This design comes from an exercise in tuning for small area on the open sky130 flow, not from production work. Only simulation tests tie the RTL to the original design; equivalence was not proved. Power and IR drop assume default switching activity.

==> flow/design.v (excerpt) <==
module secmer(
    input clk,
    input reset,
    input w_button2, w_button3, w_button4,
    output [6:0] ss1, ss2, ss3, ss4, ss5, ss6, ss7
);
Size in the first run: roughly 470 cells after synthesis, roughly 120 flip-flops, ~54 I/O pins, about 5200 um2 of cells after synthesis.
clock: 10.0 ns
lec_check: 0
cap_margin: 20
core_margin: 2
core_utilization: 40
slew_margin: 20
run.sh (not shown) runs the stock make flow with config.mk's settings and CLKGATE_MAP_FILE= SYNTH_SCRIPT=/design/flow/synth_recipe.tcl, a recipe that flattens the netlist after the stock synthesis.
==> next run, changes <==
==> flow/flow/run.sh (new file) <==
#!/bin/bash
# Own layout flow: the standard ORFS flow (standard.sh) with
#  - synthesis using an area-oriented ABC mapping script (flow/abc_area.script,
#    selected through ABC_AREA=1); registers are mapped before ABC, as in the
#    standard synthesis, so they keep their names and cell types;
#  - the port buffers made of buf_1 cells;
#  - clock tree synthesis with small buffers and no dummy loads.
# Each step's full output goes to a log file in the work folder.
set -euo pipefail
WORK=$(pwd)
FLOWDIR=$WORK/flow

# copy of ORFS's scripts with our ABC script in place of abc_area.script
rm -rf "$WORK/scripts_abc"
cp -r "$FLOW_HOME/scripts" "$WORK/scripts_abc"
cp "$FLOWDIR/abc_area.script" "$WORK/scripts_abc/abc_area.script"

bash standard.sh SCRIPTS_DIR="$WORK/scripts_abc" ABC_AREA=1 synth > "$WORK/flow_synth.log" 2>&1

CTS_ARGS_V="-sink_clustering_enable -repair_clock_nets -dont_use_dummy_load"
if [[ -f "$FLOWDIR/cts_bufs.txt" ]]; then
  CTS_ARGS_V="$CTS_ARGS_V -buf_list {$(cat "$FLOWDIR/cts_bufs.txt")}"
fi
if [[ -f "$FLOWDIR/cts_extra.txt" ]]; then
  CTS_ARGS_V="$CTS_ARGS_V $(cat "$FLOWDIR/cts_extra.txt")"
fi

bash standard.sh "BUFFER_PORTS_ARGS=-buffer_cell sky130_fd_sc_hd__buf_1" \
  "CTS_ARGS=$CTS_ARGS_V" finish > "$WORK/flow_layout.log" 2>&1
==> flow/flow/abc_area.script (new file) <==
strash
dch
amap
topo
==> flow/flow/cts_bufs.txt (new file) <==
sky130_fd_sc_hd__clkbuf_4
==> flow/standard.sh (new file) <==
#!/bin/bash
# synth_recipe.tcl (not shown) runs the flow's synth.tcl, then flattens the netlist and writes it again
# the make line also repeats each setting of config.mk as NAME=value (left out here)
make -C /OpenROAD-flow-scripts/flow DESIGN_CONFIG=/design/flow/config.mk WORK_HOME=/design/flow/orfs CLKGATE_MAP_FILE= SYNTH_SCRIPT=/design/flow/synth_recipe.tcl "${@:-finish}"
removed: flow/run.sh
Result: The changed run finished with timing, DRC and antenna clean; utilization is lower by 6.0 points; sequential power stays flat; design area went down by 17%.


The RTL this note starts from:
==> flow/design.v <==
module hex2seven_seg(
    input [3:0] hex,
    output [6:0] seven_segment
);
assign seven_segment[0] = (~hex[2] & hex[3]);   
assign seven_segment[1] = (~hex[1] & hex[2]);   
assign seven_segment[2] = (hex[1] & hex[2] & ~hex[3]);   
assign seven_segment[3] = (~hex[0] & hex[3]) | (~hex[2] & hex[3]);   
assign seven_segment[4] = (hex[0] & ~hex[1]) | (hex[3]);   
assign seven_segment[5] = (~hex[0] & hex[3]) | (hex[1] & hex[2]);   
assign seven_segment[6] = (~hex[0] & hex[1]) | (~hex[0] & ~hex[2]);   
endmodule
module hex2decimal(
    input [7:0] hex,
    output [11:0] decimal
);
assign decimal = 12'd0;
endmodule
module secmer(
    input clk,
    input reset,
    input w_button2, w_button3, w_button4,
    output [6:0] ss1, ss2, ss3, ss4, ss5, ss6, ss7
);
wire rst = ~reset;
reg b2a, b2b, b3a, b3b, b4a, b4b;
always @(posedge clk) begin
    b2a <= reset & ~w_button2;
    b3a <= reset & ~w_button3;
    b4a <= reset & ~w_button4;
    b2b <= b2a;
    b3b <= b3a;
    b4b <= b4a;
end
wire ev2 = b2a & ~b2b;
wire ev3 = b3a & ~b3b;
wire ev4 = b4a & ~b4b;
reg [5:0] cc;
wire cc_fb = (cc[5] & cc[4]) | (~cc[5] & ~cc[4] & ~(cc[2] & cc[1] & cc[0]));
wire tick = (cc == 6'b000001);
always @(posedge clk)
    cc <= rst ? 6'd0 : {cc[4:0], cc_fb};
function [2:0] inc5(input [2:0] c);
    inc5 = {c[1] & c[0], c[0], c[0] ? ~c[2] : ~c[1]};
endfunction
reg active;
reg [2:0] show;      
reg [2:0] pshow;     
wire show0 = ~show[1] & ~show[0];
wire clr = ~active & ev3;
always @(posedge clk) begin
    active <= reset & (active ^ (ev2 & show0));
    if (rst)
        show <= 3'd0;
    else if (~active & ev4)
        show <= inc5(show);
    pshow <= rst ? 3'b010 : show;
end
function [3:0] inc9(input [3:0] d);
    inc9 = {(~d[0] & ~d[3]) | (d[0] & d[1] & d[2]),
            (d[2] & ~d[3]) | (~d[2] & d[3]),
            (d[1] & d[2]) | (~d[0]),
            (d[1])};
endfunction
function is9(input [3:0] d);
    is9 = (d[0] & ~d[1] & ~d[2]);
endfunction
function is8(input [3:0] d);
    is8 = (d[1] & ~d[2] & ~d[3]);
endfunction
reg [15:0] d_time;
reg [1:0] fl;        
wire fz = fl[1] & ~fl[0];
wire fi = ~fl[1] & fl[0];
wire fw = fl[1] & fl[0];
reg lag;             
wire [3:0] d0 = d_time[3:0], d1 = d_time[7:4], d2 = d_time[11:8], d3 = d_time[15:12];
wire n0 = is9(d0);
wire n1 = is9(d1);
wire n2 = is9(d2);
wire inc_hi = (fi & n0 & n1) | fw;
wire [3:0] m0 = (fz | fw) ? 4'd0 : fi ? inc9(d0) : d0;
wire [3:0] m1 = (fz | fw) ? 4'd0 : (fi & n0) ? inc9(d1) : d1;
wire [3:0] m2 = fz ? 4'd0 : inc_hi ? inc9(d2) : d2;
wire [3:0] m3 = fz ? 4'd0 : (inc_hi & n2) ? inc9(d3) : d3;
wire [15:0] mtime = {m3, m2, m1, m0};
wire cnt99 = is9(m1) & (lag ? is8(m0) : is9(m0));
wire wrap = active & tick & cnt99;
always @(posedge clk) begin
    d_time <= mtime;
    fl <= {rst | clr | (wrap & lag), reset & active & (lag | wrap)};
    lag <= reset & ~clr & (active ? (tick & ~cnt99) : lag);
end
reg [2:0] nlaps;     
reg fwr;             
reg [15:0] lap1, lap2, lap3, lap4;
always @(posedge clk) begin
    fwr <= active & ev3 & ~(nlaps[2] & ~nlaps[0]);
    if (fz)
        nlaps <= 3'd0;
    else if (fwr)
        nlaps <= inc5(nlaps);
    if (fwr & ~nlaps[1] & ~nlaps[0]) lap1 <= d_time;
    if (fwr & ~nlaps[1] & nlaps[0])  lap2 <= d_time;
    if (fwr & nlaps[1] & ~nlaps[2])  lap3 <= d_time;
    if (fwr & nlaps[2] & nlaps[0])   lap4 <= d_time;
end
reg [7:0] lap_sec;
always @(posedge clk)
    if (rst | clr)
        lap_sec <= 8'd0;
    else if (ev3)
        lap_sec <= mtime[15:8];
wire s0 = ~pshow[1] & ~pshow[0];
wire s1 = ~pshow[1] & pshow[0] & (nlaps[1] | nlaps[0]);
wire s2 = pshow[1] & pshow[0] & ~pshow[2] & nlaps[1];
wire s3 = pshow[2] & pshow[0] & nlaps[2];
wire s4 = pshow[2] & ~pshow[0] & nlaps[2] & ~nlaps[0];
wire [15:0] disp = ({16{s0}} & d_time) | ({16{s1}} & lap1) | ({16{s2}} & lap2) |
                   ({16{s3}} & lap3) | ({16{s4}} & lap4);
hex2seven_seg inst1(.hex(disp[3:0]),     .seven_segment(ss1));
hex2seven_seg inst2(.hex(disp[7:4]),     .seven_segment(ss2));
hex2seven_seg inst3(.hex(disp[11:8]),    .seven_segment(ss3));
hex2seven_seg inst4(.hex(disp[15:12]),   .seven_segment(ss4));
hex2seven_seg inst5(.hex(lap_sec[3:0]),  .seven_segment(ss5));
hex2seven_seg inst6(.hex(lap_sec[7:4]),  .seven_segment(ss6));
wire seg7_ad = (show[0] & ~show[1]) | (show[2] & ~show[0]);    
assign ss7 = {~show[1],                          
              show[0],                           
              show[2] | (show[0] & ~show[1]),    
              seg7_ad,                           
              show[1] & ~show[2],                
              1'b0,                              
              seg7_ad};                          
endmodule
Settings: LEC_CHECK=0, CAP_MARGIN=20, CORE_MARGIN=2, CORE_UTILIZATION=40, GPL_TIMING_DRIVEN=0, SLEW_MARGIN=20; clock period 10.0 ns.
standard.sh (not shown) runs the stock make flow with config.mk's settings and CLKGATE_MAP_FILE= SYNTH_SCRIPT=/design/flow/synth_recipe.tcl, a recipe that flattens the netlist after the stock synthesis.
==> flow/flow/run.sh <==
#!/bin/bash
# Own layout flow: the standard ORFS flow (standard.sh) with
#  - synthesis using an area-oriented ABC mapping script (flow/abc_area.script,
#    selected through ABC_AREA=1); registers are mapped before ABC, as in the
#    standard synthesis, so they keep their names and cell types; pass-through
#    ports get buf_1 instead of buf_4;
#  - the port buffers made of buf_1 cells;
#  - clock tree synthesis with the buffers in flow/cts_bufs.txt and no dummy
#    loads.
# Each step's full output goes to a log file in the work folder.
set -euo pipefail
WORK=$(pwd)
FLOWDIR=$WORK/flow

# copy of ORFS's scripts with our ABC script in place of abc_area.script
rm -rf "$WORK/scripts_abc"
cp -r "$FLOW_HOME/scripts" "$WORK/scripts_abc"
cp "$FLOWDIR/abc_area.script" "$WORK/scripts_abc/abc_area.script"

bash standard.sh SCRIPTS_DIR="$WORK/scripts_abc" ABC_AREA=1 \
  "MIN_BUF_CELL_AND_PORTS=sky130_fd_sc_hd__buf_1 A X" synth > "$WORK/flow_synth.log" 2>&1

CTS_ARGS_V="-sink_clustering_enable -repair_clock_nets -dont_use_dummy_load"
CTS_ARGS_V="$CTS_ARGS_V -buf_list {$(cat "$FLOWDIR/cts_bufs.txt")}"

bash standard.sh "BUFFER_PORTS_ARGS=-buffer_cell sky130_fd_sc_hd__buf_1" \
  "CTS_ARGS=$CTS_ARGS_V" finish > "$WORK/flow_layout.log" 2>&1
==> flow/flow/abc_area.script <==
strash
dc2
&get -n
&st
&dch
&nf -R 1000 -p -F 8 -A 8
&put
==> flow/flow/cts_bufs.txt <==
sky130_fd_sc_hd__clkbuf_4
The first run ran to the end with no violations.
==> next run, changes <==
--- a/flow/config.mk
+++ b/flow/config.mk
@@ -6,7 +6,6 @@
 export NUM_CORES = 4
 export LEC_CHECK = 0
-export CAP_MARGIN = 20
+export CAP_MARGIN = 0
 export CORE_MARGIN = 2
 export CORE_UTILIZATION = 40
-export GPL_TIMING_DRIVEN = 0
-export SLEW_MARGIN = 20
+export SLEW_MARGIN = 0
=> Area after synthesis is unchanged. Global-route usage hardly moves. Synthesized cell count does not change.
==> next run, changes <==
--- a/flow/config.mk
+++ b/flow/config.mk
@@ -6,6 +6,6 @@
 export NUM_CORES = 4
 export LEC_CHECK = 0
-export CAP_MARGIN = 0
+export CAP_MARGIN = 20
 export CORE_MARGIN = 2
 export CORE_UTILIZATION = 40
-export SLEW_MARGIN = 0
+export SLEW_MARGIN = 20
=> The new run passed the timing, design-rule and antenna checks. Wire length is about the same. Design area is unchanged. Total power is about the same. Area after synthesis is unchanged. Setup slack stays flat. Sequential share of layout area is unchanged. Maximum frequency stays flat. Global-route usage is unchanged. Worst hold slack stays flat.

[static timing again, ports no longer ideal]
The flow's constraints put no driver on any port. The routed layouts listed below were extracted and timed again, unchanged, in two steps. Step 1 (the two cells are an assumption about what drives the block):
set clk [get_ports {clk}]
set_driving_cell -lib_cell sky130_fd_sc_hd__clkbuf_16 $clk
set_driving_cell -lib_cell sky130_fd_sc_hd__buf_2 [delete_from_list [all_inputs] $clk]
Step 2 also shifts input and output timing later by t, the mid clock arrival at the registers, as if the neighbouring blocks saw the same clock. Three values: ideal, step 1, step 2; two values: the first two.
run | shift t [ns] | slack for setup (ns) | hold slack, ns | worst setup path at the end | pins driven straight from the clock port
the first run of note 1 | 0.443 | 4.726 / 4.692 / 5.135 | 0.353 / 0.353 / 0.353 | register to output | 1
the second run of note 1 | 0.492 | 4.631 / 4.599 / 5.091 | 0.348 / 0.348 / 0.348 | register to output | 1
the first run of note 2 | 0.505 | 5.389 / 5.356 / 5.861 | 0.351 / 0.351 / 0.351 | register to output | 1
the second run of note 2 | 0.497 | 5.709 / 5.678 / 6.175 | 0.353 / 0.353 / 0.353 | register to output | 1
the third run of note 2 | 0.504 | 5.711 / 5.680 / 6.184 | 0.353 / 0.353 / 0.353 | register to output | 1
After both steps every run listed still meets setup and hold.
